This design comes from an exercise in tuning for small area on the open sky130 flow, not from production work. Only simulation tests tie the RTL to the original design; equivalence was not proved. The clock input has no modelled driver; a real chip could not lean on it and would need a root buffer or a full tree.

## v26
Design sell_machine_2, start of the top module:
module sell_machine_2( 
	input clk,
	input in_5j, in_1y, in_5y,
	input in_buy1, in_buy2,
	input reset, in_refund,
	output reg out_less, out_take, out_money,
	output [2:0] which_seg, output [6:0] seg);
reg shop;                  
reg [5:0] c5, c10, c50;    
reg [5:0] m1, m2;          
reg [13:0] tq;             
wire f5, f10, f50;
wire s5, s10, s50;
debounce de1(reset, clk, in_5j, s5, f5);
debounce de2(reset, clk, in_1y, s10, f10);
debounce de3(reset, clk, in_5y, s50, f50);
function automatic [5:0] inc6(input [5:0] v, input en);
	integer i; reg k;
	begin k = en; for (i = 0; i < 6; i = i + 1) begin inc6[i] = v[i] ^ k; k = k & v[i]; end end
endfunction
function automatic [5:0] dec6(input [5:0] v, input en);
	integer i; reg k;
	begin k = en; for (i = 0; i < 6; i = i + 1) begin dec6[i] = v[i] ^ k; k = k & ~v[i]; end end
endfunction
wire cclr = reset | in_refund;
always @(posedge clk) begin
	c5 <= cclr ? 6'd0 : inc6(c5, f5);
	c10 <= cclr ? 6'd0 : inc6(c10, f10);
	c50 <= cclr ? 6'd0 : inc6(c50, f50);
end
wire [10:0] y;
wire ms_1;
wire ms_2;
wire ms_3;
wire ms_4;
wire ms_5;
wire ms_6;
wire ms_7;
wire ms_8;
  ...
Size in the first run: roughly 92 flip-flops.
Settings: LEC_CHECK=0, ABC_AREA=1, CAP_MARGIN=20, CORE_MARGIN=2, CORE_UTILIZATION=40, SLEW_MARGIN=20; clock period 20.0 ns.
standard.sh (not shown) runs the stock make flow with config.mk's settings and CLKGATE_MAP_FILE= SYNTH_SCRIPT=/design/flow/synth_recipe.tcl, a recipe that flattens the netlist after the stock synthesis.
==> flow/flow/run.sh <==
#!/bin/bash
# Own layout flow: the standard ORFS flow, with an area-oriented ABC mapping script
# (and no pre-mapping ABC pass in Yosys) and a clock tree without dummy loads.
set -euo pipefail
W=$(pwd)
rm -rf "$W/scripts_own"
cp -r "$FLOW_HOME/scripts" "$W/scripts_own"
cp "$W/flow/abc_area.script" "$W/scripts_own/abc_area.script"
export CTS_ARGS="-sink_clustering_enable -sink_clustering_size 100 -sink_clustering_max_diameter 1000 -repair_clock_nets -dont_use_dummy_load -buf_list sky130_fd_sc_hd__clkbuf_16"
export BUFFER_PORTS_ARGS="-buffer_cell sky130_fd_sc_hd__buf_1"
bash standard.sh SCRIPTS_DIR="$W/scripts_own" SYNTH_ARGS=-noabc ABC_AREA=1 finish > "$W/standard_flow.log" 2>&1
==> flow/flow/abc_area.script <==
strash
dc2
&get -n
&st
&dch -f
&nf -R 1000 -a
&put
topo
[inputs] v11 vs v26
==> flow/flow/run.sh <==
#!/bin/bash
# Own layout flow: the standard ORFS flow, with an area-oriented ABC mapping script
# (and no pre-mapping ABC pass in Yosys) and a clock tree without dummy loads.
set -euo pipefail
W=$(pwd)
rm -rf "$W/scripts_own"
cp -r "$FLOW_HOME/scripts" "$W/scripts_own"
cp "$W/flow/abc_area.script" "$W/scripts_own/abc_area.script"
export CTS_ARGS="-sink_clustering_enable -repair_clock_nets -dont_use_dummy_load -buf_list sky130_fd_sc_hd__clkbuf_8"
export BUFFER_PORTS_ARGS="-buffer_cell sky130_fd_sc_hd__buf_1"
bash standard.sh SCRIPTS_DIR="$W/scripts_own" SYNTH_ARGS=-noabc ABC_AREA=1 finish > "$W/standard_flow.log" 2>&1
==> comparison <==
- v11 vs. v26: final cell count roughly the same; fraction of cell area in non-clock buffers roughly the same; period utilization lower; number of detailed-routing iterations run before antenna repair higher.
- Taking v26 as the reference, in v11 area growth from synthesis to final layout went down by 2.0 points, aggregate global-route resource usage now sits at about the same level, arrival time at the worst endpoint fell 20 ps.
- v11 against v26: minimum clock period after layout went down by 42 ps.
- NOTE routed length on met3 v26->v11 decreased by a few percent

---

sell_machine_2 again, from the RTL that the note above started with.
==> flow/config.mk <==
export PLATFORM = sky130hd
export DESIGN_NAME = sell_machine_2
export DESIGN_NICKNAME = sell_machine_2
export VERILOG_FILES = /design/flow/design.v
export SDC_FILE = /design/flow/constraint.sdc
export NUM_CORES = 4
export LEC_CHECK = 0
export ABC_AREA = 1
export CAP_MARGIN = 20
export CORE_MARGIN = 2
export CORE_UTILIZATION = 40
export SLEW_MARGIN = 20
==> flow/constraint.sdc <==
create_clock -name core_clock -period 20.0 [get_ports {clk}]
set_input_delay 4.0000 -clock core_clock [delete_from_list [all_inputs] [get_ports {clk}]]
set_output_delay 4.0000 -clock core_clock [all_outputs]
set_load 0.01 [all_outputs]
==> flow/flow/run.sh <==
#!/bin/bash
# Own layout flow: the standard ORFS flow, with an area-oriented ABC mapping script
# (and no pre-mapping ABC pass in Yosys) and a clock tree without dummy loads.
set -euo pipefail
W=$(pwd)
rm -rf "$W/scripts_own"
cp -r "$FLOW_HOME/scripts" "$W/scripts_own"
cp "$W/flow/abc_area.script" "$W/scripts_own/abc_area.script"
sed -i "s|^log_cmd clock_tree_synthesis .*|source $W/flow/own_cts.tcl|" "$W/scripts_own/cts.tcl"
grep -q own_cts.tcl "$W/scripts_own/cts.tcl"
export OWN_CLOCK_LEAF=sky130_fd_sc_hd__clkbuf_4 OWN_CLOCK_ROOT=sky130_fd_sc_hd__clkbuf_8 OWN_CLOCK_CLUSTERS=10
export CTS_ARGS="-sink_clustering_enable -repair_clock_nets -dont_use_dummy_load -buf_list sky130_fd_sc_hd__clkbuf_8"
export BUFFER_PORTS_ARGS="-buffer_cell sky130_fd_sc_hd__buf_1"
bash standard.sh SCRIPTS_DIR="$W/scripts_own" SYNTH_ARGS=-noabc ABC_AREA=1 finish > "$W/standard_flow.log" 2>&1
==> flow/flow/own_cts.tcl <==
# Clock tree: the flip-flops are split into clusters by position (k-means); each cluster gets
# a leaf clock buffer at its centre, and one root buffer at the centre of the leaves drives them.
set block [ord::get_db_block]
set db [ord::get_db]
set dbu [$block getDbUnitsPerMicron]
set clknet [$block findNet clk]
set ffs {}
foreach it [$clknet getITerms] {
  lappend ffs $it
}
set pts {}
foreach it $ffs {
  set bb [[$it getInst] getBBox]
  lappend pts [list [expr {([$bb xMin] + [$bb xMax]) / 2.0}] [expr {([$bb yMin] + [$bb yMax]) / 2.0}]]
}
set n [llength $ffs]
set k $::env(OWN_CLOCK_CLUSTERS)
# initial centres: spread over the sorted order by x then y
set order [lsort -real -index 0 [lmap p $pts i [lsearch -all $pts *] {list [lindex $p 0] [lindex $p 1]}]]
set cents {}
for {set c 0} {$c < $k} {incr c} {
  lappend cents [lindex $order [expr {int(($c + 0.5) * $n / $k)}]]
}
for {set iter 0} {$iter < 50} {incr iter} {
  set assign {}
  foreach p $pts {
    set best 0; set bd 1e30
    for {set c 0} {$c < $k} {incr c} {
      set cc [lindex $cents $c]
      set d [expr {abs([lindex $p 0] - [lindex $cc 0]) + abs([lindex $p 1] - [lindex $cc 1])}]
      if {$d < $bd} { set bd $d; set best $c }
    }
    lappend assign $best
  }
  set new {}
  for {set c 0} {$c < $k} {incr c} {
    set sx 0; set sy 0; set m 0
    foreach p $pts a $assign { if {$a == $c} { set sx [expr {$sx + [lindex $p 0]}]; set sy [expr {$sy + [lindex $p 1]}]; incr m } }
    if {$m > 0} { lappend new [list [expr {$sx / $m}] [expr {$sy / $m}]] } else { lappend new [lindex $cents $c] }
  }
  set cents $new
}
set leafm [$db findMaster $::env(OWN_CLOCK_LEAF)]
set rootm [$db findMaster $::env(OWN_CLOCK_ROOT)]
set rootnet [odb::dbNet_create $block clk_root]
$rootnet setSigType CLOCK
set rx 0; set ry 0
for {set c 0} {$c < $k} {incr c} {
  set cc [lindex $cents $c]
  set buf [odb::dbInst_create $block $leafm clkbuf_leaf_$c]
  set lnet [odb::dbNet_create $block clk_leaf_$c]
  $lnet setSigType CLOCK
  [$buf findITerm A] connect $rootnet
  [$buf findITerm X] connect $lnet
  set m 0
  foreach it $ffs a $assign { if {$a == $c} { $it disconnect; $it connect $lnet; incr m } }
  $buf setLocation [expr {int([lindex $cc 0])}] [expr {int([lindex $cc 1])}]
  $buf setPlacementStatus PLACED
  set rx [expr {$rx + [lindex $cc 0]}]; set ry [expr {$ry + [lindex $cc 1]}]
  puts "own_cts: leaf $c drives $m flip-flops at [expr {[lindex $cc 0] / $dbu}] [expr {[lindex $cc 1] / $dbu}]"
}
set root [odb::dbInst_create $block $rootm clkbuf_root]
[$root findITerm A] connect $clknet
[$root findITerm X] connect $rootnet
$root setLocation [expr {int($rx / $k)}] [expr {int($ry / $k)}]
$root setPlacementStatus PLACED
set_propagated_clock [all_clocks]
Scripts as last shown in full above: flow/flow/abc_area.script
The first run finished clean.
Change:
--- a/flow/flow/run.sh
+++ b/flow/flow/run.sh
@@ -10,3 +10,3 @@
 grep -q own_cts.tcl "$W/scripts_own/cts.tcl"
-export OWN_CLOCK_LEAF=sky130_fd_sc_hd__clkbuf_4 OWN_CLOCK_ROOT=sky130_fd_sc_hd__clkbuf_8 OWN_CLOCK_CLUSTERS=10
+export OWN_CLOCK_LEAF=sky130_fd_sc_hd__clkbuf_8 OWN_CLOCK_ROOT=sky130_fd_sc_hd__clkbuf_4 OWN_CLOCK_CLUSTERS=6
 export CTS_ARGS="-sink_clustering_enable -repair_clock_nets -dont_use_dummy_load -buf_list sky130_fd_sc_hd__clkbuf_8"
Outcome:
- die area is unchanged
- maximum frequency hardly moves
- utilization is about the same
- hold slack hardly moves
- design area is about the same
- setup slack degrades by 0.0088 ns
In every run of this note, the design's own scripts or RTL, not TritonCTS, make the clock network.

-- static timing again, ports no longer ideal --
The flow's constraints put no driver on any port. The routed layouts listed below were extracted and timed again, unchanged, in two steps. Step 1: set_driving_cell puts a clkbuf_16 on clk and a buf_2 on each other input, an assumption about the parent block. Step 2 times the ports against the registers' clock, not the clock port: input delays grow and output delays shrink by t, the midpoint of the rising clock arrivals with the driver on. a / b / c = ideal / step 1 / step 2; a / b = the first two.
| run | shift t [ns] | slack for setup (ns) | hold slack, ns | slew at the worst register clock pin (ns) |
|---|---|---|---|---|
| v26 | 0.366 | 8.935 / 8.935 / 8.935 | 0.374 / 0.374 / 0.374 | 0.06 / 0.06 |
| v11 | 0.380 | 8.977 / 8.977 / 8.977 | 0.368 / 0.368 / 0.368 | 0.08 / 0.08 |
| the first run of note 2 | 0.396 | 8.987 / 8.987 / 8.987 | 0.390 / 0.390 / 0.390 | 0.11 / 0.11 |
| the second run of note 2 | 0.451 | 8.978 / 8.978 / 8.978 | 0.390 / 0.390 / 0.390 | 0.10 / 0.10 |
After both steps every run listed still meets setup and hold.
